This design comes from an exercise in tuning for small area, a short achievable clock period and few clock cycles per item on the open sky130 flow, not from production work.
The RTL was checked by simulation tests, not by an equivalence proof against the original design.

==> design/flow/design.v <==
module PE (
    input  logic [15:0] a,
    input  logic [15:0] b,
    input  logic [31:0] s_in,
    input  logic [31:0] c_in,
    output logic [31:0] s_out,
    output logic [31:0] c_out
);
    logic [255:0] pp;
    genvar gi, gj;
    generate
        for (gi = 0; gi < 16; gi++) begin : g_row
            for (gj = 0; gj < 16; gj++) begin : g_col
                assign pp[gi*16+gj] = b[gi] & a[gj];
            end
        end
    endgenerate
    logic hs1, hc2, fs3, fc4, hs5, hc6, fs7, fc8, fs9, fc10, hs11, hc12, fs13, fc14, fs15, fc16, fs17, fc18, hs19, hc20, fs21, fc22, fs23, fc24, fs25, fc26, fs27, fc28, hs29, hc30, fs31, fc32, fs33, fc34, fs35, fc36, fs37, fc38, hs39, hc40, fs41, fc42, fs43, fc44, fs45, fc46, fs47, fc48, fs49, fc50, fs51, fc52, fs53, fc54, fs55, fc56, fs57, fc58, fs59, fc60, hs61, hc62, fs63, fc64, hs65, hc66, fs67, fc68, fs69, fc70, hs71, hc72, fs73, fc74, fs75, fc76, fs77, fc78, hs79, hc80, fs81, fc82, fs83, fc84, fs85, fc86, fs87, fc88, fs89, fc90, fs91, fc92, fs93, fc94, fs95, fc96, fs97, fc98, fs99, fc100, fs101, fc102, fs103, fc104, fs105, fc106, fs107, fc108, fs109, fc110, fs111, fc112, fs113, fc114, fs115, fc116, fs117, fc118, fs119, fc120, fs121, fc122, fs123, fc124, fs125, fc126, fs127, fc128, fs129, fc130, fs131, fc132, fs133, fc134, fs135, fc136, fs137, fc138, fs139, fc140, fs141, fc142, fs143, fc144, fs145, fc146, fs147, fc148, fs149, fc150, fs151, fc152, fs153, fc154, fs155, fc156, fs157, fc158, fs159, fc160, fs161, fc162, fs163, fc164, fs165, fc166, fs167, fc168, fs169, fc170, fs171, fc172, fs173, fc174, fs175, fc176, fs177, fc178, fs179, fc180, hs181, hc182, fs183, fc184, hs185, hc186, fs187, fc188, fs189, fc190, hs191, hc192, fs193, fc194, fs195, fc196, fs197, fc198, fs199, fc200, fs201, fc202, fs203, fc204, fs205, fc206, fs207, fc208, fs209, fc210, fs211, fc212, fs213, fc214, fs215, fc216, fs217, fc218, fs219, fc220, fs221, fc222, fs223, fc224, fs225, fc226, fs227, fc228, fs229, fc230, fs231, fc232, fs233, fc234, fs235, fc236, fs237, fc238, fs239, fc240, fs241, fc242, fs243, fc244, fs245, fc246, fs247, fc248, fs249, fc250, fs251, fc252, fs253, fc254, fs255, fc256, fs257, fc258, fs259, fc260, fs261, fc262, fs263, fc264, fs265, fc266, fs267, fc268, fs269, fc270, fs271, fc272, fs273, fc274, fs275, fc276, fs277, fc278, fs279, fc280, fs281, fc282, fs283, fc284, fs285, fc286, fs287, fc288, fs289, fc290, fs291, fc292, fs293, fc294, fs295, fc296, fs297, fc298, fs299, fc300, fs301, fc302, fs303, fc304, fs305, fc306, fs307, fc308, fs309, fc310, fs311, fc312, hs313, hc314, fs315, fc316, hs317, hc318, fs319, fc320, fs321, fc322, fs323, fc324, fs325, fc326, fs327, fc328, fs329, fc330, fs331, fc332, fs333, fc334, fs335, fc336, fs337, fc338, fs339, fc340, fs341, fc342, fs343, fc344, fs345, fc346, fs347, fc348, fs349, fc350, fs351, fc352, fs353, fc354, fs355, fc356, fs357, fc358, fs359, fc360, fs361, fc362, fs363, fc364, fs365, fc366, fs367, fc368, fs369, fc370, fs371, fc372, fs373, fc374, fs375, fc376, fs377, fc378, fs379, fc380, fs381, fc382, fs383, fc384, fs385, fc386, fs387, fc388, fs389, fc390, fs391, fc392, fs393, fc394, fs395, fc396, fs397, fc398, fs399, fc400, fs401, fc402, fs403, fc404, fs405, fc406, fs407, fc408, fs409, fc410, fs411, fc412, fs413, fc414, fs415, fc416, fs417, fc418, fs419, fc420, hs421, hc422, fs423, fc424, fs425, fc426, fs427, fc428, fs429, fc430, fs431, fc432, fs433, fc434, fs435, fc436, fs437, fc438, fs439, fc440, fs441, fc442, fs443, fc444, fs445, fc446, fs447, fc448, fs449, fc450, fs451, fc452, fs453, fc454, fs455, fc456, fs457, fc458, fs459, fc460, fs461, fc462, fs463, fc464, fs465, fc466, fs467, fc468, fs469, fc470, fs471, fc472, fs473, fc474, fs475, fc476, fs477, fc478, fs479, fc480, hs481, hc482, fs483, fc484, fs485, fc486, fs487, fc488, fs489, fc490, fs491, fc492, fs493, fc494, fs495, fc496, fs497, fc498, fs499, fc500, fs501, fc502, fs503, fc504, fs505, fc506, fs507, fc508, fs509, fc510, fs511, fc512, fs513, fc514, fs515, fc516, fs517, fc518, fs519, fc520, fs521, fc522, fs523, fc524, fs525, fc526, fs527, fc528, fs529, fc530, fs531, fc532, fs533, fc534, fs535, fc536, fs537, fc538, fs539, fc540, fs541, fc542, fs543, fc544;
    assign hs1 = pp[11] ^ pp[26];
    assign hc2 = pp[11] & pp[26];
    assign fs3 = pp[12] ^ pp[27] ^ pp[42];
    assign fc4 = (pp[12] & pp[27]) | (pp[12] & pp[42]) | (pp[27] & pp[42]);
    assign hs5 = pp[57] ^ pp[72];
    assign hc6 = pp[57] & pp[72];
    assign fs7 = pp[13] ^ pp[28] ^ pp[43];
    assign fc8 = (pp[13] & pp[28]) | (pp[13] & pp[43]) | (pp[28] & pp[43]);
    assign fs9 = pp[58] ^ pp[73] ^ pp[88];
    assign fc10 = (pp[58] & pp[73]) | (pp[58] & pp[88]) | (pp[73] & pp[88]);
    assign hs11 = pp[103] ^ pp[118];
    assign hc12 = pp[103] & pp[118];
    assign fs13 = pp[14] ^ pp[29] ^ pp[44];
    assign fc14 = (pp[14] & pp[29]) | (pp[14] & pp[44]) | (pp[29] & pp[44]);
    assign fs15 = pp[59] ^ pp[74] ^ pp[89];
    assign fc16 = (pp[59] & pp[74]) | (pp[59] & pp[89]) | (pp[74] & pp[89]);
    assign fs17 = pp[104] ^ pp[119] ^ pp[134];
    assign fc18 = (pp[104] & pp[119]) | (pp[104] & pp[134]) | (pp[119] & pp[134]);
    assign hs19 = pp[149] ^ pp[164];
    assign hc20 = pp[149] & pp[164];
    assign fs21 = pp[15] ^ pp[30] ^ pp[45];
    assign fc22 = (pp[15] & pp[30]) | (pp[15] & pp[45]) | (pp[30] & pp[45]);
    assign fs23 = pp[60] ^ pp[75] ^ pp[90];
    assign fc24 = (pp[60] & pp[75]) | (pp[60] & pp[90]) | (pp[75] & pp[90]);
    assign fs25 = pp[105] ^ pp[120] ^ pp[135];
    assign fc26 = (pp[105] & pp[120]) | (pp[105] & pp[135]) | (pp[120] & pp[135]);
    assign fs27 = pp[150] ^ pp[165] ^ pp[180];
    assign fc28 = (pp[150] & pp[165]) | (pp[150] & pp[180]) | (pp[165] & pp[180]);
    assign hs29 = pp[195] ^ pp[210];
    assign hc30 = pp[195] & pp[210];
    assign fs31 = pp[31] ^ pp[46] ^ pp[61];
    assign fc32 = (pp[31] & pp[46]) | (pp[31] & pp[61]) | (pp[46] & pp[61]);
    assign fs33 = pp[76] ^ pp[91] ^ pp[106];
    assign fc34 = (pp[76] & pp[91]) | (pp[76] & pp[106]) | (pp[91] & pp[106]);
    assign fs35 = pp[121] ^ pp[136] ^ pp[151];
    assign fc36 = (pp[121] & pp[136]) | (pp[121] & pp[151]) | (pp[136] & pp[151]);
    assign fs37 = pp[166] ^ pp[181] ^ pp[196];
    assign fc38 = (pp[166] & pp[181]) | (pp[166] & pp[196]) | (pp[181] & pp[196]);
    assign hs39 = pp[211] ^ pp[226];
    assign hc40 = pp[211] & pp[226];
    assign fs41 = pp[47] ^ pp[62] ^ pp[77];
    assign fc42 = (pp[47] & pp[62]) | (pp[47] & pp[77]) | (pp[62] & pp[77]);
    assign fs43 = pp[92] ^ pp[107] ^ pp[122];
    assign fc44 = (pp[92] & pp[107]) | (pp[92] & pp[122]) | (pp[107] & pp[122]);
    assign fs45 = pp[137] ^ pp[152] ^ pp[167];
    assign fc46 = (pp[137] & pp[152]) | (pp[137] & pp[167]) | (pp[152] & pp[167]);
    assign fs47 = pp[182] ^ pp[197] ^ pp[212];
    assign fc48 = (pp[182] & pp[197]) | (pp[182] & pp[212]) | (pp[197] & pp[212]);
    assign fs49 = pp[63] ^ pp[78] ^ pp[93];
    assign fc50 = (pp[63] & pp[78]) | (pp[63] & pp[93]) | (pp[78] & pp[93]);
    assign fs51 = pp[108] ^ pp[123] ^ pp[138];
    assign fc52 = (pp[108] & pp[123]) | (pp[108] & pp[138]) | (pp[123] & pp[138]);
    assign fs53 = pp[153] ^ pp[168] ^ pp[183];
    assign fc54 = (pp[153] & pp[168]) | (pp[153] & pp[183]) | (pp[168] & pp[183]);
    assign fs55 = pp[79] ^ pp[94] ^ pp[109];
    assign fc56 = (pp[79] & pp[94]) | (pp[79] & pp[109]) | (pp[94] & pp[109]);
    assign fs57 = pp[124] ^ pp[139] ^ pp[154];
    assign fc58 = (pp[124] & pp[139]) | (pp[124] & pp[154]) | (pp[139] & pp[154]);
    assign fs59 = pp[95] ^ pp[110] ^ pp[125];
    assign fc60 = (pp[95] & pp[110]) | (pp[95] & pp[125]) | (pp[110] & pp[125]);
    assign hs61 = pp[7] ^ pp[22];
    assign hc62 = pp[7] & pp[22];
    assign fs63 = pp[8] ^ pp[23] ^ pp[38];
    assign fc64 = (pp[8] & pp[23]) | (pp[8] & pp[38]) | (pp[23] & pp[38]);
    assign hs65 = pp[53] ^ pp[68];
    assign hc66 = pp[53] & pp[68];
    assign fs67 = pp[9] ^ pp[24] ^ pp[39];
    assign fc68 = (pp[9] & pp[24]) | (pp[9] & pp[39]) | (pp[24] & pp[39]);
    assign fs69 = pp[54] ^ pp[69] ^ pp[84];
    assign fc70 = (pp[54] & pp[69]) | (pp[54] & pp[84]) | (pp[69] & pp[84]);
    assign hs71 = pp[99] ^ pp[114];
    assign hc72 = pp[99] & pp[114];
    assign fs73 = pp[10] ^ pp[25] ^ pp[40];
    assign fc74 = (pp[10] & pp[25]) | (pp[10] & pp[40]) | (pp[25] & pp[40]);
    assign fs75 = pp[55] ^ pp[70] ^ pp[85];
    assign fc76 = (pp[55] & pp[70]) | (pp[55] & pp[85]) | (pp[70] & pp[85]);
    assign fs77 = pp[100] ^ pp[115] ^ pp[130];
    assign fc78 = (pp[100] & pp[115]) | (pp[100] & pp[130]) | (pp[115] & pp[130]);
    assign hs79 = pp[145] ^ pp[160];
    assign hc80 = pp[145] & pp[160];
    assign fs81 = hs1 ^ pp[41] ^ pp[56];
    assign fc82 = (hs1 & pp[41]) | (hs1 & pp[56]) | (pp[41] & pp[56]);
    assign fs83 = pp[71] ^ pp[86] ^ pp[101];
    assign fc84 = (pp[71] & pp[86]) | (pp[71] & pp[101]) | (pp[86] & pp[101]);
    assign fs85 = pp[116] ^ pp[131] ^ pp[146];
    assign fc86 = (pp[116] & pp[131]) | (pp[116] & pp[146]) | (pp[131] & pp[146]);
    assign fs87 = pp[161] ^ pp[176] ^ s_in[11];
    assign fc88 = (pp[161] & pp[176]) | (pp[161] & s_in[11]) | (pp[176] & s_in[11]);
    assign fs89 = fs3 ^ hs5 ^ pp[87];
    assign fc90 = (fs3 & hs5) | (fs3 & pp[87]) | (hs5 & pp[87]);
    assign fs91 = pp[102] ^ pp[117] ^ pp[132];
    assign fc92 = (pp[102] & pp[117]) | (pp[102] & pp[132]) | (pp[117] & pp[132]);
    assign fs93 = pp[147] ^ pp[162] ^ pp[177];
    assign fc94 = (pp[147] & pp[162]) | (pp[147] & pp[177]) | (pp[162] & pp[177]);
    assign fs95 = pp[192] ^ s_in[12] ^ c_in[12];
    assign fc96 = (pp[192] & s_in[12]) | (pp[192] & c_in[12]) | (s_in[12] & c_in[12]);
    assign fs97 = fs7 ^ fs9 ^ hs11;
    assign fc98 = (fs7 & fs9) | (fs7 & hs11) | (fs9 & hs11);
    assign fs99 = pp[133] ^ pp[148] ^ pp[163];
    assign fc100 = (pp[133] & pp[148]) | (pp[133] & pp[163]) | (pp[148] & pp[163]);
    assign fs101 = pp[178] ^ pp[193] ^ pp[208];
    assign fc102 = (pp[178] & pp[193]) | (pp[178] & pp[208]) | (pp[193] & pp[208]);
    assign fs103 = s_in[13] ^ c_in[13] ^ fc4;
    assign fc104 = (s_in[13] & c_in[13]) | (s_in[13] & fc4) | (c_in[13] & fc4);
    assign fs105 = fs13 ^ fs15 ^ fs17;
    assign fc106 = (fs13 & fs15) | (fs13 & fs17) | (fs15 & fs17);
    assign fs107 = hs19 ^ pp[179] ^ pp[194];
    assign fc108 = (hs19 & pp[179]) | (hs19 & pp[194]) | (pp[179] & pp[194]);
    assign fs109 = pp[209] ^ pp[224] ^ s_in[14];
    assign fc110 = (pp[209] & pp[224]) | (pp[209] & s_in[14]) | (pp[224] & s_in[14]);
    assign fs111 = c_in[14] ^ fc8 ^ fc10;
    assign fc112 = (c_in[14] & fc8) | (c_in[14] & fc10) | (fc8 & fc10);
    assign fs113 = fs21 ^ fs23 ^ fs25;
    assign fc114 = (fs21 & fs23) | (fs21 & fs25) | (fs23 & fs25);
    assign fs115 = fs27 ^ hs29 ^ pp[225];
    assign fc116 = (fs27 & hs29) | (fs27 & pp[225]) | (hs29 & pp[225]);
    assign fs117 = pp[240] ^ s_in[15] ^ c_in[15];
    assign fc118 = (pp[240] & s_in[15]) | (pp[240] & c_in[15]) | (s_in[15] & c_in[15]);
    assign fs119 = fc14 ^ fc16 ^ fc18;
    assign fc120 = (fc14 & fc16) | (fc14 & fc18) | (fc16 & fc18);
    assign fs121 = fs31 ^ fs33 ^ fs35;
    assign fc122 = (fs31 & fs33) | (fs31 & fs35) | (fs33 & fs35);
    assign fs123 = fs37 ^ hs39 ^ pp[241];
    assign fc124 = (fs37 & hs39) | (fs37 & pp[241]) | (hs39 & pp[241]);
    assign fs125 = s_in[16] ^ c_in[16] ^ fc22;
    assign fc126 = (s_in[16] & c_in[16]) | (s_in[16] & fc22) | (c_in[16] & fc22);
    assign fs127 = fc24 ^ fc26 ^ fc28;
    assign fc128 = (fc24 & fc26) | (fc24 & fc28) | (fc26 & fc28);
    assign fs129 = fs41 ^ fs43 ^ fs45;
    assign fc130 = (fs41 & fs43) | (fs41 & fs45) | (fs43 & fs45);
    assign fs131 = fs47 ^ pp[227] ^ pp[242];
    assign fc132 = (fs47 & pp[227]) | (fs47 & pp[242]) | (pp[227] & pp[242]);
    assign fs133 = s_in[17] ^ c_in[17] ^ fc32;
    assign fc134 = (s_in[17] & c_in[17]) | (s_in[17] & fc32) | (c_in[17] & fc32);
    assign fs135 = fc34 ^ fc36 ^ fc38;
    assign fc136 = (fc34 & fc36) | (fc34 & fc38) | (fc36 & fc38);
    assign fs137 = fs49 ^ fs51 ^ fs53;
    assign fc138 = (fs49 & fs51) | (fs49 & fs53) | (fs51 & fs53);
    assign fs139 = pp[198] ^ pp[213] ^ pp[228];
    assign fc140 = (pp[198] & pp[213]) | (pp[198] & pp[228]) | (pp[213] & pp[228]);
    assign fs141 = pp[243] ^ s_in[18] ^ c_in[18];
    assign fc142 = (pp[243] & s_in[18]) | (pp[243] & c_in[18]) | (s_in[18] & c_in[18]);
    assign fs143 = fc42 ^ fc44 ^ fc46;
    assign fc144 = (fc42 & fc44) | (fc42 & fc46) | (fc44 & fc46);
    assign fs145 = fs55 ^ fs57 ^ pp[169];
    assign fc146 = (fs55 & fs57) | (fs55 & pp[169]) | (fs57 & pp[169]);
    assign fs147 = pp[184] ^ pp[199] ^ pp[214];
    assign fc148 = (pp[184] & pp[199]) | (pp[184] & pp[214]) | (pp[199] & pp[214]);
    assign fs149 = pp[229] ^ pp[244] ^ s_in[19];
    assign fc150 = (pp[229] & pp[244]) | (pp[229] & s_in[19]) | (pp[244] & s_in[19]);
    assign fs151 = c_in[19] ^ fc50 ^ fc52;
    assign fc152 = (c_in[19] & fc50) | (c_in[19] & fc52) | (fc50 & fc52);
    assign fs153 = fs59 ^ pp[140] ^ pp[155];
    assign fc154 = (fs59 & pp[140]) | (fs59 & pp[155]) | (pp[140] & pp[155]);
    assign fs155 = pp[170] ^ pp[185] ^ pp[200];
    assign fc156 = (pp[170] & pp[185]) | (pp[170] & pp[200]) | (pp[185] & pp[200]);
    assign fs157 = pp[215] ^ pp[230] ^ pp[245];
    assign fc158 = (pp[215] & pp[230]) | (pp[215] & pp[245]) | (pp[230] & pp[245]);
    assign fs159 = s_in[20] ^ c_in[20] ^ fc56;
    assign fc160 = (s_in[20] & c_in[20]) | (s_in[20] & fc56) | (c_in[20] & fc56);
    assign fs161 = pp[111] ^ pp[126] ^ pp[141];
    assign fc162 = (pp[111] & pp[126]) | (pp[111] & pp[141]) | (pp[126] & pp[141]);
    assign fs163 = pp[156] ^ pp[171] ^ pp[186];
    assign fc164 = (pp[156] & pp[171]) | (pp[156] & pp[186]) | (pp[171] & pp[186]);
    assign fs165 = pp[201] ^ pp[216] ^ pp[231];
    assign fc166 = (pp[201] & pp[216]) | (pp[201] & pp[231]) | (pp[216] & pp[231]);
    assign fs167 = pp[246] ^ s_in[21] ^ c_in[21];
    assign fc168 = (pp[246] & s_in[21]) | (pp[246] & c_in[21]) | (s_in[21] & c_in[21]);
    assign fs169 = pp[127] ^ pp[142] ^ pp[157];
    assign fc170 = (pp[127] & pp[142]) | (pp[127] & pp[157]) | (pp[142] & pp[157]);
    assign fs171 = pp[172] ^ pp[187] ^ pp[202];
    assign fc172 = (pp[172] & pp[187]) | (pp[172] & pp[202]) | (pp[187] & pp[202]);
    assign fs173 = pp[217] ^ pp[232] ^ pp[247];
    assign fc174 = (pp[217] & pp[232]) | (pp[217] & pp[247]) | (pp[232] & pp[247]);
    assign fs175 = pp[143] ^ pp[158] ^ pp[173];
    assign fc176 = (pp[143] & pp[158]) | (pp[143] & pp[173]) | (pp[158] & pp[173]);
    assign fs177 = pp[188] ^ pp[203] ^ pp[218];
    assign fc178 = (pp[188] & pp[203]) | (pp[188] & pp[218]) | (pp[203] & pp[218]);
    assign fs179 = pp[159] ^ pp[174] ^ pp[189];
    assign fc180 = (pp[159] & pp[174]) | (pp[159] & pp[189]) | (pp[174] & pp[189]);
    assign hs181 = pp[4] ^ pp[19];
    assign hc182 = pp[4] & pp[19];
    assign fs183 = pp[5] ^ pp[20] ^ pp[35];
    assign fc184 = (pp[5] & pp[20]) | (pp[5] & pp[35]) | (pp[20] & pp[35]);
    assign hs185 = pp[50] ^ pp[65];
    assign hc186 = pp[50] & pp[65];
    assign fs187 = pp[6] ^ pp[21] ^ pp[36];
    assign fc188 = (pp[6] & pp[21]) | (pp[6] & pp[36]) | (pp[21] & pp[36]);
    assign fs189 = pp[51] ^ pp[66] ^ pp[81];
    assign fc190 = (pp[51] & pp[66]) | (pp[51] & pp[81]) | (pp[66] & pp[81]);
    assign hs191 = pp[96] ^ s_in[6];
    assign hc192 = pp[96] & s_in[6];
    assign fs193 = hs61 ^ pp[37] ^ pp[52];
    assign fc194 = (hs61 & pp[37]) | (hs61 & pp[52]) | (pp[37] & pp[52]);
    assign fs195 = pp[67] ^ pp[82] ^ pp[97];
    assign fc196 = (pp[67] & pp[82]) | (pp[67] & pp[97]) | (pp[82] & pp[97]);
    assign fs197 = pp[112] ^ s_in[7] ^ c_in[7];
    assign fc198 = (pp[112] & s_in[7]) | (pp[112] & c_in[7]) | (s_in[7] & c_in[7]);
    assign fs199 = fs63 ^ hs65 ^ pp[83];
    assign fc200 = (fs63 & hs65) | (fs63 & pp[83]) | (hs65 & pp[83]);
    assign fs201 = pp[98] ^ pp[113] ^ pp[128];
    assign fc202 = (pp[98] & pp[113]) | (pp[98] & pp[128]) | (pp[113] & pp[128]);
    assign fs203 = s_in[8] ^ c_in[8] ^ hc62;
    assign fc204 = (s_in[8] & c_in[8]) | (s_in[8] & hc62) | (c_in[8] & hc62);
    assign fs205 = fs67 ^ fs69 ^ hs71;
    assign fc206 = (fs67 & fs69) | (fs67 & hs71) | (fs69 & hs71);
    assign fs207 = pp[129] ^ pp[144] ^ s_in[9];
    assign fc208 = (pp[129] & pp[144]) | (pp[129] & s_in[9]) | (pp[144] & s_in[9]);
    assign fs209 = c_in[9] ^ fc64 ^ hc66;
    assign fc210 = (c_in[9] & fc64) | (c_in[9] & hc66) | (fc64 & hc66);
    assign fs211 = fs73 ^ fs75 ^ fs77;
    assign fc212 = (fs73 & fs75) | (fs73 & fs77) | (fs75 & fs77);
    assign fs213 = hs79 ^ s_in[10] ^ c_in[10];
    assign fc214 = (hs79 & s_in[10]) | (hs79 & c_in[10]) | (s_in[10] & c_in[10]);
    assign fs215 = fc68 ^ fc70 ^ hc72;
    assign fc216 = (fc68 & fc70) | (fc68 & hc72) | (fc70 & hc72);
    assign fs217 = fs81 ^ fs83 ^ fs85;
    assign fc218 = (fs81 & fs83) | (fs81 & fs85) | (fs83 & fs85);
    assign fs219 = fs87 ^ c_in[11] ^ fc74;
    assign fc220 = (fs87 & c_in[11]) | (fs87 & fc74) | (c_in[11] & fc74);
    assign fs221 = fc76 ^ fc78 ^ hc80;
    assign fc222 = (fc76 & fc78) | (fc76 & hc80) | (fc78 & hc80);
    assign fs223 = fs89 ^ fs91 ^ fs93;
    assign fc224 = (fs89 & fs91) | (fs89 & fs93) | (fs91 & fs93);
    assign fs225 = fs95 ^ hc2 ^ fc82;
    assign fc226 = (fs95 & hc2) | (fs95 & fc82) | (hc2 & fc82);
    assign fs227 = fc84 ^ fc86 ^ fc88;
    assign fc228 = (fc84 & fc86) | (fc84 & fc88) | (fc86 & fc88);
    assign fs229 = fs97 ^ fs99 ^ fs101;
    assign fc230 = (fs97 & fs99) | (fs97 & fs101) | (fs99 & fs101);
    assign fs231 = fs103 ^ hc6 ^ fc90;
    assign fc232 = (fs103 & hc6) | (fs103 & fc90) | (hc6 & fc90);
    assign fs233 = fc92 ^ fc94 ^ fc96;
    assign fc234 = (fc92 & fc94) | (fc92 & fc96) | (fc94 & fc96);
    assign fs235 = fs105 ^ fs107 ^ fs109;
    assign fc236 = (fs105 & fs107) | (fs105 & fs109) | (fs107 & fs109);
    assign fs237 = fs111 ^ hc12 ^ fc98;
    assign fc238 = (fs111 & hc12) | (fs111 & fc98) | (hc12 & fc98);
    assign fs239 = fc100 ^ fc102 ^ fc104;
    assign fc240 = (fc100 & fc102) | (fc100 & fc104) | (fc102 & fc104);
    assign fs241 = fs113 ^ fs115 ^ fs117;
    assign fc242 = (fs113 & fs115) | (fs113 & fs117) | (fs115 & fs117);
    assign fs243 = fs119 ^ hc20 ^ fc106;
    assign fc244 = (fs119 & hc20) | (fs119 & fc106) | (hc20 & fc106);
    assign fs245 = fc108 ^ fc110 ^ fc112;
    assign fc246 = (fc108 & fc110) | (fc108 & fc112) | (fc110 & fc112);
    assign fs247 = fs121 ^ fs123 ^ fs125;
    assign fc248 = (fs121 & fs123) | (fs121 & fs125) | (fs123 & fs125);
    assign fs249 = fs127 ^ hc30 ^ fc114;
    assign fc250 = (fs127 & hc30) | (fs127 & fc114) | (hc30 & fc114);
    assign fs251 = fc116 ^ fc118 ^ fc120;
    assign fc252 = (fc116 & fc118) | (fc116 & fc120) | (fc118 & fc120);
    assign fs253 = fs129 ^ fs131 ^ fs133;
    assign fc254 = (fs129 & fs131) | (fs129 & fs133) | (fs131 & fs133);
    assign fs255 = fs135 ^ hc40 ^ fc122;
    assign fc256 = (fs135 & hc40) | (fs135 & fc122) | (hc40 & fc122);
    assign fs257 = fc124 ^ fc126 ^ fc128;
    assign fc258 = (fc124 & fc126) | (fc124 & fc128) | (fc126 & fc128);
    assign fs259 = fs137 ^ fs139 ^ fs141;
    assign fc260 = (fs137 & fs139) | (fs137 & fs141) | (fs139 & fs141);
    assign fs261 = fs143 ^ fc48 ^ fc130;
    assign fc262 = (fs143 & fc48) | (fs143 & fc130) | (fc48 & fc130);
    assign fs263 = fc132 ^ fc134 ^ fc136;
    assign fc264 = (fc132 & fc134) | (fc132 & fc136) | (fc134 & fc136);
    assign fs265 = fs145 ^ fs147 ^ fs149;
    assign fc266 = (fs145 & fs147) | (fs145 & fs149) | (fs147 & fs149);
    assign fs267 = fs151 ^ fc54 ^ fc138;
    assign fc268 = (fs151 & fc54) | (fs151 & fc138) | (fc54 & fc138);
    assign fs269 = fc140 ^ fc142 ^ fc144;
    assign fc270 = (fc140 & fc142) | (fc140 & fc144) | (fc142 & fc144);
    assign fs271 = fs153 ^ fs155 ^ fs157;
    assign fc272 = (fs153 & fs155) | (fs153 & fs157) | (fs155 & fs157);
    assign fs273 = fs159 ^ fc58 ^ fc146;
    assign fc274 = (fs159 & fc58) | (fs159 & fc146) | (fc58 & fc146);
    assign fs275 = fc148 ^ fc150 ^ fc152;
    assign fc276 = (fc148 & fc150) | (fc148 & fc152) | (fc150 & fc152);
    assign fs277 = fs161 ^ fs163 ^ fs165;
    assign fc278 = (fs161 & fs163) | (fs161 & fs165) | (fs163 & fs165);
    assign fs279 = fs167 ^ fc60 ^ fc154;
    assign fc280 = (fs167 & fc60) | (fs167 & fc154) | (fc60 & fc154);
    assign fs281 = fc156 ^ fc158 ^ fc160;
    assign fc282 = (fc156 & fc158) | (fc156 & fc160) | (fc158 & fc160);
    assign fs283 = fs169 ^ fs171 ^ fs173;
    assign fc284 = (fs169 & fs171) | (fs169 & fs173) | (fs171 & fs173);
    assign fs285 = s_in[22] ^ c_in[22] ^ fc162;
    assign fc286 = (s_in[22] & c_in[22]) | (s_in[22] & fc162) | (c_in[22] & fc162);
    assign fs287 = fc164 ^ fc166 ^ fc168;
    assign fc288 = (fc164 & fc166) | (fc164 & fc168) | (fc166 & fc168);
    assign fs289 = fs175 ^ fs177 ^ pp[233];
    assign fc290 = (fs175 & fs177) | (fs175 & pp[233]) | (fs177 & pp[233]);
    assign fs291 = pp[248] ^ s_in[23] ^ c_in[23];
    assign fc292 = (pp[248] & s_in[23]) | (pp[248] & c_in[23]) | (s_in[23] & c_in[23]);
    assign fs293 = fc170 ^ fc172 ^ fc174;
    assign fc294 = (fc170 & fc172) | (fc170 & fc174) | (fc172 & fc174);
    assign fs295 = fs179 ^ pp[204] ^ pp[219];
    assign fc296 = (fs179 & pp[204]) | (fs179 & pp[219]) | (pp[204] & pp[219]);
    assign fs297 = pp[234] ^ pp[249] ^ s_in[24];
    assign fc298 = (pp[234] & pp[249]) | (pp[234] & s_in[24]) | (pp[249] & s_in[24]);
    assign fs299 = c_in[24] ^ fc176 ^ fc178;
    assign fc300 = (c_in[24] & fc176) | (c_in[24] & fc178) | (fc176 & fc178);
    assign fs301 = pp[175] ^ pp[190] ^ pp[205];
    assign fc302 = (pp[175] & pp[190]) | (pp[175] & pp[205]) | (pp[190] & pp[205]);
    assign fs303 = pp[220] ^ pp[235] ^ pp[250];
    assign fc304 = (pp[220] & pp[235]) | (pp[220] & pp[250]) | (pp[235] & pp[250]);
    assign fs305 = s_in[25] ^ c_in[25] ^ fc180;
    assign fc306 = (s_in[25] & c_in[25]) | (s_in[25] & fc180) | (c_in[25] & fc180);
    assign fs307 = pp[191] ^ pp[206] ^ pp[221];
    assign fc308 = (pp[191] & pp[206]) | (pp[191] & pp[221]) | (pp[206] & pp[221]);
    assign fs309 = pp[236] ^ pp[251] ^ s_in[26];
    assign fc310 = (pp[236] & pp[251]) | (pp[236] & s_in[26]) | (pp[251] & s_in[26]);
    assign fs311 = pp[207] ^ pp[222] ^ pp[237];
    assign fc312 = (pp[207] & pp[222]) | (pp[207] & pp[237]) | (pp[222] & pp[237]);
    assign hs313 = pp[2] ^ pp[17];
    assign hc314 = pp[2] & pp[17];
    assign fs315 = pp[3] ^ pp[18] ^ pp[33];
    assign fc316 = (pp[3] & pp[18]) | (pp[3] & pp[33]) | (pp[18] & pp[33]);
    assign hs317 = pp[48] ^ s_in[3];
    assign hc318 = pp[48] & s_in[3];
    assign fs319 = hs181 ^ pp[34] ^ pp[49];
    assign fc320 = (hs181 & pp[34]) | (hs181 & pp[49]) | (pp[34] & pp[49]);
    assign fs321 = pp[64] ^ s_in[4] ^ c_in[4];
    assign fc322 = (pp[64] & s_in[4]) | (pp[64] & c_in[4]) | (s_in[4] & c_in[4]);
    assign fs323 = fs183 ^ hs185 ^ pp[80];
    assign fc324 = (fs183 & hs185) | (fs183 & pp[80]) | (hs185 & pp[80]);
    assign fs325 = s_in[5] ^ c_in[5] ^ hc182;
    assign fc326 = (s_in[5] & c_in[5]) | (s_in[5] & hc182) | (c_in[5] & hc182);
    assign fs327 = fs187 ^ fs189 ^ hs191;
    assign fc328 = (fs187 & fs189) | (fs187 & hs191) | (fs189 & hs191);
    assign fs329 = c_in[6] ^ fc184 ^ hc186;
    assign fc330 = (c_in[6] & fc184) | (c_in[6] & hc186) | (fc184 & hc186);
    assign fs331 = fs193 ^ fs195 ^ fs197;
    assign fc332 = (fs193 & fs195) | (fs193 & fs197) | (fs195 & fs197);
    assign fs333 = fc188 ^ fc190 ^ hc192;
    assign fc334 = (fc188 & fc190) | (fc188 & hc192) | (fc190 & hc192);
    assign fs335 = fs199 ^ fs201 ^ fs203;
    assign fc336 = (fs199 & fs201) | (fs199 & fs203) | (fs201 & fs203);
    assign fs337 = fc194 ^ fc196 ^ fc198;
    assign fc338 = (fc194 & fc196) | (fc194 & fc198) | (fc196 & fc198);
    assign fs339 = fs205 ^ fs207 ^ fs209;
    assign fc340 = (fs205 & fs207) | (fs205 & fs209) | (fs207 & fs209);
    assign fs341 = fc200 ^ fc202 ^ fc204;
    assign fc342 = (fc200 & fc202) | (fc200 & fc204) | (fc202 & fc204);
    assign fs343 = fs211 ^ fs213 ^ fs215;
    assign fc344 = (fs211 & fs213) | (fs211 & fs215) | (fs213 & fs215);
    assign fs345 = fc206 ^ fc208 ^ fc210;
    assign fc346 = (fc206 & fc208) | (fc206 & fc210) | (fc208 & fc210);
    assign fs347 = fs217 ^ fs219 ^ fs221;
    assign fc348 = (fs217 & fs219) | (fs217 & fs221) | (fs219 & fs221);
    assign fs349 = fc212 ^ fc214 ^ fc216;
    assign fc350 = (fc212 & fc214) | (fc212 & fc216) | (fc214 & fc216);
    assign fs351 = fs223 ^ fs225 ^ fs227;
    assign fc352 = (fs223 & fs225) | (fs223 & fs227) | (fs225 & fs227);
    assign fs353 = fc218 ^ fc220 ^ fc222;
    assign fc354 = (fc218 & fc220) | (fc218 & fc222) | (fc220 & fc222);
    assign fs355 = fs229 ^ fs231 ^ fs233;
    assign fc356 = (fs229 & fs231) | (fs229 & fs233) | (fs231 & fs233);
    assign fs357 = fc224 ^ fc226 ^ fc228;
    assign fc358 = (fc224 & fc226) | (fc224 & fc228) | (fc226 & fc228);
    assign fs359 = fs235 ^ fs237 ^ fs239;
    assign fc360 = (fs235 & fs237) | (fs235 & fs239) | (fs237 & fs239);
    assign fs361 = fc230 ^ fc232 ^ fc234;
    assign fc362 = (fc230 & fc232) | (fc230 & fc234) | (fc232 & fc234);
    assign fs363 = fs241 ^ fs243 ^ fs245;
    assign fc364 = (fs241 & fs243) | (fs241 & fs245) | (fs243 & fs245);
    assign fs365 = fc236 ^ fc238 ^ fc240;
    assign fc366 = (fc236 & fc238) | (fc236 & fc240) | (fc238 & fc240);
    assign fs367 = fs247 ^ fs249 ^ fs251;
    assign fc368 = (fs247 & fs249) | (fs247 & fs251) | (fs249 & fs251);
    assign fs369 = fc242 ^ fc244 ^ fc246;
    assign fc370 = (fc242 & fc244) | (fc242 & fc246) | (fc244 & fc246);
    assign fs371 = fs253 ^ fs255 ^ fs257;
    assign fc372 = (fs253 & fs255) | (fs253 & fs257) | (fs255 & fs257);
    assign fs373 = fc248 ^ fc250 ^ fc252;
    assign fc374 = (fc248 & fc250) | (fc248 & fc252) | (fc250 & fc252);
    assign fs375 = fs259 ^ fs261 ^ fs263;
    assign fc376 = (fs259 & fs261) | (fs259 & fs263) | (fs261 & fs263);
    assign fs377 = fc254 ^ fc256 ^ fc258;
    assign fc378 = (fc254 & fc256) | (fc254 & fc258) | (fc256 & fc258);
    assign fs379 = fs265 ^ fs267 ^ fs269;
    assign fc380 = (fs265 & fs267) | (fs265 & fs269) | (fs267 & fs269);
    assign fs381 = fc260 ^ fc262 ^ fc264;
    assign fc382 = (fc260 & fc262) | (fc260 & fc264) | (fc262 & fc264);
    assign fs383 = fs271 ^ fs273 ^ fs275;
    assign fc384 = (fs271 & fs273) | (fs271 & fs275) | (fs273 & fs275);
    assign fs385 = fc266 ^ fc268 ^ fc270;
    assign fc386 = (fc266 & fc268) | (fc266 & fc270) | (fc268 & fc270);
    assign fs387 = fs277 ^ fs279 ^ fs281;
    assign fc388 = (fs277 & fs279) | (fs277 & fs281) | (fs279 & fs281);
    assign fs389 = fc272 ^ fc274 ^ fc276;
    assign fc390 = (fc272 & fc274) | (fc272 & fc276) | (fc274 & fc276);
    assign fs391 = fs283 ^ fs285 ^ fs287;
    assign fc392 = (fs283 & fs285) | (fs283 & fs287) | (fs285 & fs287);
    assign fs393 = fc278 ^ fc280 ^ fc282;
    assign fc394 = (fc278 & fc280) | (fc278 & fc282) | (fc280 & fc282);
    assign fs395 = fs289 ^ fs291 ^ fs293;
    assign fc396 = (fs289 & fs291) | (fs289 & fs293) | (fs291 & fs293);
    assign fs397 = fc284 ^ fc286 ^ fc288;
    assign fc398 = (fc284 & fc286) | (fc284 & fc288) | (fc286 & fc288);
    assign fs399 = fs295 ^ fs297 ^ fs299;
    assign fc400 = (fs295 & fs297) | (fs295 & fs299) | (fs297 & fs299);
    assign fs401 = fc290 ^ fc292 ^ fc294;
    assign fc402 = (fc290 & fc292) | (fc290 & fc294) | (fc292 & fc294);
    assign fs403 = fs301 ^ fs303 ^ fs305;
    assign fc404 = (fs301 & fs303) | (fs301 & fs305) | (fs303 & fs305);
    assign fs405 = fc296 ^ fc298 ^ fc300;
    assign fc406 = (fc296 & fc298) | (fc296 & fc300) | (fc298 & fc300);
    assign fs407 = fs307 ^ fs309 ^ c_in[26];
    assign fc408 = (fs307 & fs309) | (fs307 & c_in[26]) | (fs309 & c_in[26]);
    assign fs409 = fc302 ^ fc304 ^ fc306;
    assign fc410 = (fc302 & fc304) | (fc302 & fc306) | (fc304 & fc306);
    assign fs411 = fs311 ^ pp[252] ^ s_in[27];
    assign fc412 = (fs311 & pp[252]) | (fs311 & s_in[27]) | (pp[252] & s_in[27]);
    assign fs413 = c_in[27] ^ fc308 ^ fc310;
    assign fc414 = (c_in[27] & fc308) | (c_in[27] & fc310) | (fc308 & fc310);
    assign fs415 = pp[223] ^ pp[238] ^ pp[253];
    assign fc416 = (pp[223] & pp[238]) | (pp[223] & pp[253]) | (pp[238] & pp[253]);
    assign fs417 = s_in[28] ^ c_in[28] ^ fc312;
    assign fc418 = (s_in[28] & c_in[28]) | (s_in[28] & fc312) | (c_in[28] & fc312);
    assign fs419 = pp[239] ^ pp[254] ^ s_in[29];
    assign fc420 = (pp[239] & pp[254]) | (pp[239] & s_in[29]) | (pp[254] & s_in[29]);
    assign hs421 = pp[1] ^ pp[16];
    assign hc422 = pp[1] & pp[16];
    assign fs423 = hs313 ^ pp[32] ^ s_in[2];
    assign fc424 = (hs313 & pp[32]) | (hs313 & s_in[2]) | (pp[32] & s_in[2]);
    assign fs425 = fs315 ^ hs317 ^ c_in[3];
    assign fc426 = (fs315 & hs317) | (fs315 & c_in[3]) | (hs317 & c_in[3]);
    assign fs427 = fs319 ^ fs321 ^ fc316;
    assign fc428 = (fs319 & fs321) | (fs319 & fc316) | (fs321 & fc316);
    assign fs429 = fs323 ^ fs325 ^ fc320;
    assign fc430 = (fs323 & fs325) | (fs323 & fc320) | (fs325 & fc320);
    assign fs431 = fs327 ^ fs329 ^ fc324;
    assign fc432 = (fs327 & fs329) | (fs327 & fc324) | (fs329 & fc324);
    assign fs433 = fs331 ^ fs333 ^ fc328;
    assign fc434 = (fs331 & fs333) | (fs331 & fc328) | (fs333 & fc328);
    assign fs435 = fs335 ^ fs337 ^ fc332;
    assign fc436 = (fs335 & fs337) | (fs335 & fc332) | (fs337 & fc332);
    assign fs437 = fs339 ^ fs341 ^ fc336;
    assign fc438 = (fs339 & fs341) | (fs339 & fc336) | (fs341 & fc336);
    assign fs439 = fs343 ^ fs345 ^ fc340;
    assign fc440 = (fs343 & fs345) | (fs343 & fc340) | (fs345 & fc340);
    assign fs441 = fs347 ^ fs349 ^ fc344;
    assign fc442 = (fs347 & fs349) | (fs347 & fc344) | (fs349 & fc344);
    assign fs443 = fs351 ^ fs353 ^ fc348;
    assign fc444 = (fs351 & fs353) | (fs351 & fc348) | (fs353 & fc348);
    assign fs445 = fs355 ^ fs357 ^ fc352;
    assign fc446 = (fs355 & fs357) | (fs355 & fc352) | (fs357 & fc352);
    assign fs447 = fs359 ^ fs361 ^ fc356;
    assign fc448 = (fs359 & fs361) | (fs359 & fc356) | (fs361 & fc356);
    assign fs449 = fs363 ^ fs365 ^ fc360;
    assign fc450 = (fs363 & fs365) | (fs363 & fc360) | (fs365 & fc360);
    assign fs451 = fs367 ^ fs369 ^ fc364;
    assign fc452 = (fs367 & fs369) | (fs367 & fc364) | (fs369 & fc364);
    assign fs453 = fs371 ^ fs373 ^ fc368;
    assign fc454 = (fs371 & fs373) | (fs371 & fc368) | (fs373 & fc368);
    assign fs455 = fs375 ^ fs377 ^ fc372;
    assign fc456 = (fs375 & fs377) | (fs375 & fc372) | (fs377 & fc372);
    assign fs457 = fs379 ^ fs381 ^ fc376;
    assign fc458 = (fs379 & fs381) | (fs379 & fc376) | (fs381 & fc376);
    assign fs459 = fs383 ^ fs385 ^ fc380;
    assign fc460 = (fs383 & fs385) | (fs383 & fc380) | (fs385 & fc380);
    assign fs461 = fs387 ^ fs389 ^ fc384;
    assign fc462 = (fs387 & fs389) | (fs387 & fc384) | (fs389 & fc384);
    assign fs463 = fs391 ^ fs393 ^ fc388;
    assign fc464 = (fs391 & fs393) | (fs391 & fc388) | (fs393 & fc388);
    assign fs465 = fs395 ^ fs397 ^ fc392;
    assign fc466 = (fs395 & fs397) | (fs395 & fc392) | (fs397 & fc392);
    assign fs467 = fs399 ^ fs401 ^ fc396;
    assign fc468 = (fs399 & fs401) | (fs399 & fc396) | (fs401 & fc396);
    assign fs469 = fs403 ^ fs405 ^ fc400;
    assign fc470 = (fs403 & fs405) | (fs403 & fc400) | (fs405 & fc400);
    assign fs471 = fs407 ^ fs409 ^ fc404;
    assign fc472 = (fs407 & fs409) | (fs407 & fc404) | (fs409 & fc404);
    assign fs473 = fs411 ^ fs413 ^ fc408;
    assign fc474 = (fs411 & fs413) | (fs411 & fc408) | (fs413 & fc408);
    assign fs475 = fs415 ^ fs417 ^ fc412;
    assign fc476 = (fs415 & fs417) | (fs415 & fc412) | (fs417 & fc412);
    assign fs477 = fs419 ^ c_in[29] ^ fc416;
    assign fc478 = (fs419 & c_in[29]) | (fs419 & fc416) | (c_in[29] & fc416);
    assign fs479 = pp[255] ^ s_in[30] ^ c_in[30];
    assign fc480 = (pp[255] & s_in[30]) | (pp[255] & c_in[30]) | (s_in[30] & c_in[30]);
    assign hs481 = pp[0] ^ s_in[0];
    assign hc482 = pp[0] & s_in[0];
    assign fs483 = hs421 ^ s_in[1] ^ c_in[1];
    assign fc484 = (hs421 & s_in[1]) | (hs421 & c_in[1]) | (s_in[1] & c_in[1]);
    assign fs485 = fs423 ^ c_in[2] ^ hc422;
    assign fc486 = (fs423 & c_in[2]) | (fs423 & hc422) | (c_in[2] & hc422);
    assign fs487 = fs425 ^ hc314 ^ fc424;
    assign fc488 = (fs425 & hc314) | (fs425 & fc424) | (hc314 & fc424);
    assign fs489 = fs427 ^ hc318 ^ fc426;
    assign fc490 = (fs427 & hc318) | (fs427 & fc426) | (hc318 & fc426);
    assign fs491 = fs429 ^ fc322 ^ fc428;
    assign fc492 = (fs429 & fc322) | (fs429 & fc428) | (fc322 & fc428);
    assign fs493 = fs431 ^ fc326 ^ fc430;
    assign fc494 = (fs431 & fc326) | (fs431 & fc430) | (fc326 & fc430);
    assign fs495 = fs433 ^ fc330 ^ fc432;
    assign fc496 = (fs433 & fc330) | (fs433 & fc432) | (fc330 & fc432);
    assign fs497 = fs435 ^ fc334 ^ fc434;
    assign fc498 = (fs435 & fc334) | (fs435 & fc434) | (fc334 & fc434);
    assign fs499 = fs437 ^ fc338 ^ fc436;
    assign fc500 = (fs437 & fc338) | (fs437 & fc436) | (fc338 & fc436);
    assign fs501 = fs439 ^ fc342 ^ fc438;
    assign fc502 = (fs439 & fc342) | (fs439 & fc438) | (fc342 & fc438);
    assign fs503 = fs441 ^ fc346 ^ fc440;
    assign fc504 = (fs441 & fc346) | (fs441 & fc440) | (fc346 & fc440);
    assign fs505 = fs443 ^ fc350 ^ fc442;
    assign fc506 = (fs443 & fc350) | (fs443 & fc442) | (fc350 & fc442);
    assign fs507 = fs445 ^ fc354 ^ fc444;
    assign fc508 = (fs445 & fc354) | (fs445 & fc444) | (fc354 & fc444);
    assign fs509 = fs447 ^ fc358 ^ fc446;
    assign fc510 = (fs447 & fc358) | (fs447 & fc446) | (fc358 & fc446);
    assign fs511 = fs449 ^ fc362 ^ fc448;
    assign fc512 = (fs449 & fc362) | (fs449 & fc448) | (fc362 & fc448);
    assign fs513 = fs451 ^ fc366 ^ fc450;
    assign fc514 = (fs451 & fc366) | (fs451 & fc450) | (fc366 & fc450);
    assign fs515 = fs453 ^ fc370 ^ fc452;
    assign fc516 = (fs453 & fc370) | (fs453 & fc452) | (fc370 & fc452);
    assign fs517 = fs455 ^ fc374 ^ fc454;
    assign fc518 = (fs455 & fc374) | (fs455 & fc454) | (fc374 & fc454);
    assign fs519 = fs457 ^ fc378 ^ fc456;
    assign fc520 = (fs457 & fc378) | (fs457 & fc456) | (fc378 & fc456);
    assign fs521 = fs459 ^ fc382 ^ fc458;
    assign fc522 = (fs459 & fc382) | (fs459 & fc458) | (fc382 & fc458);
    assign fs523 = fs461 ^ fc386 ^ fc460;
    assign fc524 = (fs461 & fc386) | (fs461 & fc460) | (fc386 & fc460);
    assign fs525 = fs463 ^ fc390 ^ fc462;
    assign fc526 = (fs463 & fc390) | (fs463 & fc462) | (fc390 & fc462);
    assign fs527 = fs465 ^ fc394 ^ fc464;
    assign fc528 = (fs465 & fc394) | (fs465 & fc464) | (fc394 & fc464);
    assign fs529 = fs467 ^ fc398 ^ fc466;
    assign fc530 = (fs467 & fc398) | (fs467 & fc466) | (fc398 & fc466);
    assign fs531 = fs469 ^ fc402 ^ fc468;
    assign fc532 = (fs469 & fc402) | (fs469 & fc468) | (fc402 & fc468);
    assign fs533 = fs471 ^ fc406 ^ fc470;
    assign fc534 = (fs471 & fc406) | (fs471 & fc470) | (fc406 & fc470);
    assign fs535 = fs473 ^ fc410 ^ fc472;
    assign fc536 = (fs473 & fc410) | (fs473 & fc472) | (fc410 & fc472);
    assign fs537 = fs475 ^ fc414 ^ fc474;
    assign fc538 = (fs475 & fc414) | (fs475 & fc474) | (fc414 & fc474);
    assign fs539 = fs477 ^ fc418 ^ fc476;
    assign fc540 = (fs477 & fc418) | (fs477 & fc476) | (fc418 & fc476);
    assign fs541 = fs479 ^ fc420 ^ fc478;
    assign fc542 = (fs479 & fc420) | (fs479 & fc478) | (fc420 & fc478);
    assign fs543 = s_in[31] ^ c_in[31] ^ fc480;
    assign fc544 = (s_in[31] & c_in[31]) | (s_in[31] & fc480) | (c_in[31] & fc480);
    assign s_out = {fs543, fs541, fs539, fs537, fs535, fs533, fs531, fs529, fs527, fs525, fs523, fs521, fs519, fs517, fs515, fs513, fs511, fs509, fs507, fs505, fs503, fs501, fs499, fs497, fs495, fs493, fs491, fs489, fs487, fs485, fs483, hs481};
    assign c_out = {fc542, fc540, fc538, fc536, fc534, fc532, fc530, fc528, fc526, fc524, fc522, fc520, fc518, fc516, fc514, fc512, fc510, fc508, fc506, fc504, fc502, fc500, fc498, fc496, fc494, fc492, fc490, fc488, fc486, fc484, hc482, c_in[0]};
endmodule
module systolic_array (
    input  logic        clk,
    input  logic        first,
    input  logic [15:0] a,
    input  logic [47:0] b,
    output logic [95:0] sum
);
    logic [2:0][31:0] s_q, c_q, s_d, c_d;
    genvar j;
    generate
        for (j = 0; j < 3; j++) begin : g_col
            PE pe (
                .a    (a),
                .b    (b[16*j +: 16]),
                .s_in (first ? 32'd0 : s_q[j]),
                .c_in (first ? 32'd0 : c_q[j]),
                .s_out(s_d[j]),
                .c_out(c_d[j])
            );
            assign sum[32*j +: 32] = s_q[j] + c_q[j];
        end
    endgenerate
    always_ff @(posedge clk) begin
        s_q <= s_d;
        c_q <= c_d;
    end
endmodule
module systolic_array_top #(
    parameter DATAWIDTH = 16,
    parameter N_SIZE = 3
) (
    input  logic clk,
    input  logic rst_n,
    input  logic valid_in,
    input  logic [N_SIZE*DATAWIDTH-1:0] matrix_a_in,    
    input  logic [N_SIZE*DATAWIDTH-1:0] matrix_b_in,    
    output logic valid_out,
    output logic [N_SIZE*DATAWIDTH*2-1:0] matrix_c_out
);
    logic [3:0] cnt;
    logic       first;      
    always_ff @(posedge clk, negedge rst_n) begin
        if (!rst_n) begin
            cnt       <= 4'd0;
            first     <= 1'b0;
            valid_out <= 1'b0;
        end else begin
            if (cnt == 4'd0) begin
                if (valid_in) cnt <= 4'd1;
            end else if (cnt != 4'd11) begin
                cnt <= cnt + 4'd1;
            end
            first     <= (cnt == 4'd0 && valid_in) || cnt == 4'd3 || cnt == 4'd6;
            valid_out <= cnt == 4'd3 || cnt == 4'd6 || cnt == 4'd9;
        end
    end
    logic [15:0]      a_op;
    logic [2:0][15:0] a1, a2;
    logic [2:0][47:0] b;
    always_ff @(posedge clk) begin
        a_op  <= valid_in ? matrix_a_in[15:0] : a1[2];
        a1[0] <= valid_in ? matrix_a_in[31:16] : a2[2];
        a1[1] <= a1[0];
        a1[2] <= a1[1];
        a2[0] <= matrix_a_in[47:32];
        a2[1] <= a2[0];
        a2[2] <= a2[1];
        b[0]  <= valid_in ? matrix_b_in : b[2];
        b[1]  <= b[0];
        b[2]  <= b[1];
    end
    systolic_array u_array (
        .clk  (clk),
        .first(first),
        .a    (a_op),
        .b    (b[0]),
        .sum  (matrix_c_out)
    );
endmodule
==> design/flow/run.sh <==
#!/bin/bash
# synth_recipe.tcl (not shown) runs the flow's synth.tcl, then flattens the netlist and writes it again
# the make line also repeats each setting of config.mk as NAME=value (left out here)
make -C /OpenROAD-flow-scripts/flow DESIGN_CONFIG=/design/flow/config.mk WORK_HOME=/design/flow/orfs CLKGATE_MAP_FILE= SYNTH_SCRIPT=/design/flow/synth_recipe.tcl finish
==> design/flow/config.mk <==
export PLATFORM = sky130hd
export DESIGN_NAME = systolic_array_top
export DESIGN_NICKNAME = systolic_array_top
export VERILOG_FILES = /design/flow/design.v
export SDC_FILE = /design/flow/constraint.sdc
export NUM_CORES = 4
export LEC_CHECK = 0
export CAP_MARGIN = 20
export CORE_MARGIN = 2
export CORE_UTILIZATION = 40
export SLEW_MARGIN = 20
==> design/flow/constraint.sdc <==
create_clock -name core_clock -period 10.0 [get_ports {clk}]
set_input_delay 2.0000 -clock core_clock [delete_from_list [all_inputs] [get_ports {clk}]]
set_output_delay 2.0000 -clock core_clock [all_outputs]
set_load 0.01 [all_outputs]
==> impl_metrics.py <==
metrics = {
    "status": {
        "status": "no timing/DRC/antenna violations",
    },
    "logic_synthesis": {
        "synth.cell_area_um2": 38910,
        "synthFlopType": "sky130_fd_sc_hd__dfxtp_1",
        "post_synthesis_instance_total": 3816,
        "synthesis.yosys.warnings": 2,
        "synth_fp_nets": 4825,
        "avg_synthesized_cell_area_um2": 10.20,
        "synth.ff_latch_count": 451,
        "ys_seq_area_share_pct": 23.28,
        "number_of_enable_type_register_cells_in_the_synthesized_netlist": 0,
        "synth_async_sr_flop_share_pct": 1.330,
        "yosysUniqueCellTypes": 68,
    },
    "layout": {
        "final-seq-area_um2": 9085,
        "layout-drive-gt1-share_pct": 6.591,
        "diodes": 0,
        "area_of_combinational_cells_with_multiple_inputs_um2": 26660,
        "layout.cells.most_common": "sky130_fd_sc_hd__fa_1",
        "highest_count_cells_in_the_layout_ignoring_fill_and_taps": "sky130_fd_sc_hd__fa_1 (765), sky130_fd_sc_hd__inv_1 (662), sky130_fd_sc_hd__dfxtp_1 (429), sky130_fd_sc_hd__nand2_1 (424), sky130_fd_sc_hd__and2_1 (392)",
        "area_growth_syn_to_layout_pct": 13.52,
        "final_cell_area_um2": 44180,
        "n_fill_cell": 9122,
        "finalNetCount": 4939,
    },
    "clocking": {
        "cts_repair_resize_count": 0,
        "post-cts-setup-buffers": 0,
        "reg_clk_slew_reported_paths_ns": 0.07,
        "clk-insertion-delay-late_ns": 0.69,
        "ctsHtreeMaxLevel": 2,
        "cts.path.max_buffers": 3,
        "cts_inserted_buffers": 54,
        "root_buffer": "sky130_fd_sc_hd__clkbuf_16",
        "tritoncts": "built",
        "post_cts_hold_buffer_count": 0,
        "number_of_sinks_driven_by_the_clock_tree": 451,
    },
    "timing": {
        "finClkSkew_ns": 0.06081,
        "post-route-min-period_ns": 6.241,
        "worst-slew-pin-transition_ns": 1.044,
        "final.setup.tns_ns": 0,
        "hold_violations": 0,
        "setup_viol": 0,
        "rsz_0062_raised_after_global_routing": "no",
        "achievable-frequency_ghz": 0.1602,
        "post-route-period-util_pct": 62.41,
        "timing_max_transition_violations_final": 0,
        "slew_headroom_pct": 30.30,
    },
    "placement": {
        "dpl.hpwl_um": 69650,
        "gp_congestion": 0.8337,
        "io_buffers": 195,
        "dp_area_um2": 42150,
    },
    "critical_path": {
        "path_max_fanout": 5,
        "critPathCaptureType": "output port",
        "critPathKind": "reg -> out",
        "critPathRequiredTime_ns": 8.00,
        "critical_path.startpoint_type": "register",
        "rr_endpoint": "u_array.s_q[13]$_DFF_P_",
        "worst_r2r_path_depth": 12,
        "worst_ep_arrival_time_ns": 4.24,
        "worstReg2RegStart": "a_op[8]$_DFF_P_",
        "reg_to_reg_setup_timing_slack_ns": 5.22,
    },
    "min_path": {
        "worst_hold_startpoint": "b[89]$_DFF_P_",
        "worst_hold_path.num_cells": 0,
        "worst_case_hold_path_end_point": "b[137]$_DFF_P_",
        "worst_hold_path_type": "reg -> reg",
    },
    "die": {
        "die_area_um2": 99800,
        "floorplan.rows": 114,
        "boundaryPins": 196,
        "placeableCoreArea_um2": 96570,
        "fp.dieW_um": 315.9,
        "die_height_um": 315.9,
        "floorplan.initialDensity_pct": 40.30,
    },
    "route": {
        "vias": 25770,
        "post-route-drc-count": 0,
        "detail_route.vias_per_cell": 4.907,
        "detailed_route_iter0_violations": 1362,
        "post_drt_wl_per_cell_um": 19.22,
        "drtAntennaViolNets": 0,
        "dr_pass1_iterations": 5,
        "drt_wl_total_um": 100900,
    },
    "grt": {
        "grt.total_usage_pct": 21.17,
        "initial_antenna_violation_count": 4,
        "grt_pass1_vias": 28280,
        "maximum_number_of_pins_on_one_net_before_global_route_repair": 90,
        "grt_first_pass_wirelength_um": 162400,
        "globalRoute.totalOverflow": 0,
    },
    "flow_run": {
        "maxCapViolCount": 0,
    },
}
-- final cells by class --
class | count | area share, %
clock buffers | 68 | 3.407
clock inverters | 33 | 1.184
inverters | 662 | 5.625
multi-input cells | 2516 | 60.34
flip-flops and latches | 451 | 20.57
well taps | 1276 | 3.614
repair buffers | 245 | 5.262
-- metal layers --
metal	track usage, %	share of wire (%)
met5	0	0.013
met4	4.998	2.2
met3	4.021	6.5
met2	34.52	47
met1	29.22	44
-- kinds of logic (layout without fill, tap and decap cells) --
logic type | Yosys count | in the layout | share of synthesized area [%]
compound gates | 290 | 290 | 4.923
xor+xnor | 88 | 88 | 1.981
fa+ha+maj | 910 | 910 | 44.02
buf+inv | 849 | 1008 | 8.221
flops | 451 | 451 | 23.28
mux | 82 | 82 | 2.370
simple gates | 1146 | 1146 | 15.21
-- flip-flops by register name (all words and copies together), names as in the netlist --
register and count:
b 144, u_array.s_q 96, u_array.c_q 93, a1 48
a2 48, a_op 16, cnt 4, first 1
valid_out 1
-- worst max-delay path: stages (launching register included) --
cell and delay [ns]:
sky130_fd_sc_hd__dfxtp_1 0.33, sky130_fd_sc_hd__ha_1 0.19, sky130_fd_sc_hd__inv_1 0.07, sky130_fd_sc_hd__fa_1 0.46, sky130_fd_sc_hd__nand2b_1 0.18, sky130_fd_sc_hd__a21oi_1 0.24, sky130_fd_sc_hd__o221a_2 0.31, sky130_fd_sc_hd__a21o_1 0.15
sky130_fd_sc_hd__nand3_1 0.13, sky130_fd_sc_hd__o31ai_1 0.50, sky130_fd_sc_hd__a211oi_1 0.17, sky130_fd_sc_hd__a311oi_2 0.27, sky130_fd_sc_hd__clkdlybuf4s50_1 0.57
-- cells in the mapped netlist, types with 2 or more instances --
cell type	n	share of area, %
sky130_fd_sc_hd__a211o_1	4	0.090
sky130_fd_sc_hd__a211oi_1	9	0.17
sky130_fd_sc_hd__a21o_1	48	0.93
sky130_fd_sc_hd__a21oi_1	83	1.1
sky130_fd_sc_hd__a2bb2oi_1	3	0.068
sky130_fd_sc_hd__a311oi_1	3	0.068
sky130_fd_sc_hd__a31o_2	3	0.068
sky130_fd_sc_hd__a31oi_1	11	0.18
sky130_fd_sc_hd__a41oi_1	3	0.068
sky130_fd_sc_hd__and2_1	392	6.3
sky130_fd_sc_hd__and3_1	3	0.048
sky130_fd_sc_hd__buf_4	3	0.058
sky130_fd_sc_hd__clkbuf_1	183	1.8
sky130_fd_sc_hd__dfrtp_1	6	0.39
sky130_fd_sc_hd__dfxtp_1	445	23
sky130_fd_sc_hd__fa_1	765	39
sky130_fd_sc_hd__ha_1	145	4.7
sky130_fd_sc_hd__inv_1	662	6.4
sky130_fd_sc_hd__mux2_2	81	2.3
sky130_fd_sc_hd__nand2_1	424	4.1
sky130_fd_sc_hd__nand2b_1	110	1.8
sky130_fd_sc_hd__nand3_1	27	0.35
sky130_fd_sc_hd__nand3b_1	2	0.039
sky130_fd_sc_hd__nand4_1	7	0.11
sky130_fd_sc_hd__nor2_1	65	0.63
sky130_fd_sc_hd__nor2b_1	92	1.5
sky130_fd_sc_hd__nor3_1	7	0.090
sky130_fd_sc_hd__nor4_1	2	0.032
sky130_fd_sc_hd__o2111ai_1	4	0.090
sky130_fd_sc_hd__o211ai_1	11	0.21
sky130_fd_sc_hd__o21a_1	16	0.31
sky130_fd_sc_hd__o21ai_0	50	0.64
sky130_fd_sc_hd__o21ai_1	2	0.026
sky130_fd_sc_hd__o21bai_1	11	0.21
sky130_fd_sc_hd__o221a_2	2	0.058
sky130_fd_sc_hd__o22ai_1	4	0.064
sky130_fd_sc_hd__o311a_1	2	0.051
sky130_fd_sc_hd__o31ai_1	3	0.058
sky130_fd_sc_hd__o31ai_2	2	0.064
sky130_fd_sc_hd__or2_2	3	0.048
sky130_fd_sc_hd__or3_1	5	0.080
sky130_fd_sc_hd__xnor2_1	64	1.4
sky130_fd_sc_hd__xor2_1	24	0.54
-- how the worst max path moves through the flow --
stage / end / from / slack, ns / cells past startpoint
6_report: matrix_c_out[31] / u_array.c_q[1]$_DFF_P_ / 3.76 / 12
5_1_grt: matrix_c_out[31] / u_array.c_q[1]$_DFF_P_ / 3.46 / 12
4_1_cts: matrix_c_out[31] / u_array.c_q[1]$_DFF_P_ / 3.63 / 12
3_5_place_dp: matrix_c_out[31] / u_array.c_q[1]$_DFF_P_ / 4.38 / 12
3_3_place_gp: matrix_c_out[31] / u_array.c_q[1]$_DFF_P_ / 4.45 / 12
2_1_floorplan: matrix_c_out[61] / u_array.c_q[33]$_DFF_P_ / 5.40 / 10
-- stage by stage --
stage / utilization, % / std cells / worst slack [ns] / hold slack, ns
after floorplan: - / 3816 / 5.399 / 0.3096
after global placement: 43.65 / 5150 / 4.446 / 0.3096
after detailed placement: 43.65 / 5150 / 4.382 / 0.3121
after CTS: 45.75 / 5251 / 3.632 / 0.3070
after global routing: 45.75 / 5251 / 3.462 / 0.3134
final: 45.75 / 5251 / 3.759 / 0.3046
Testbench counts, summed over its fixed seeds: cycles 3,520, items 320.

## separate check: timing with driven ports
Ports are ideal in the flow. The routed layout listed here was re-timed in OpenROAD.
Step 1 assumes that a clkbuf_16 drives the clock port and a buf_2 every other input.
Step 2 also shifts input and output timing later by t, the mid clock arrival at the registers, as if the neighbouring blocks saw the same clock.
Three values: no drivers, after step 1, after step 2; two values: the first two.
t (ns): 0.724
setup WS [ns]: 3.759 / 3.692 / 4.416
hold slack, ns: 0.305 / 0.305 / 0.305
After both steps setup and hold are still met in this run. For this run, drivers alone change the setup slack by -0.067 ns; drivers and shift together by +0.657 ns.
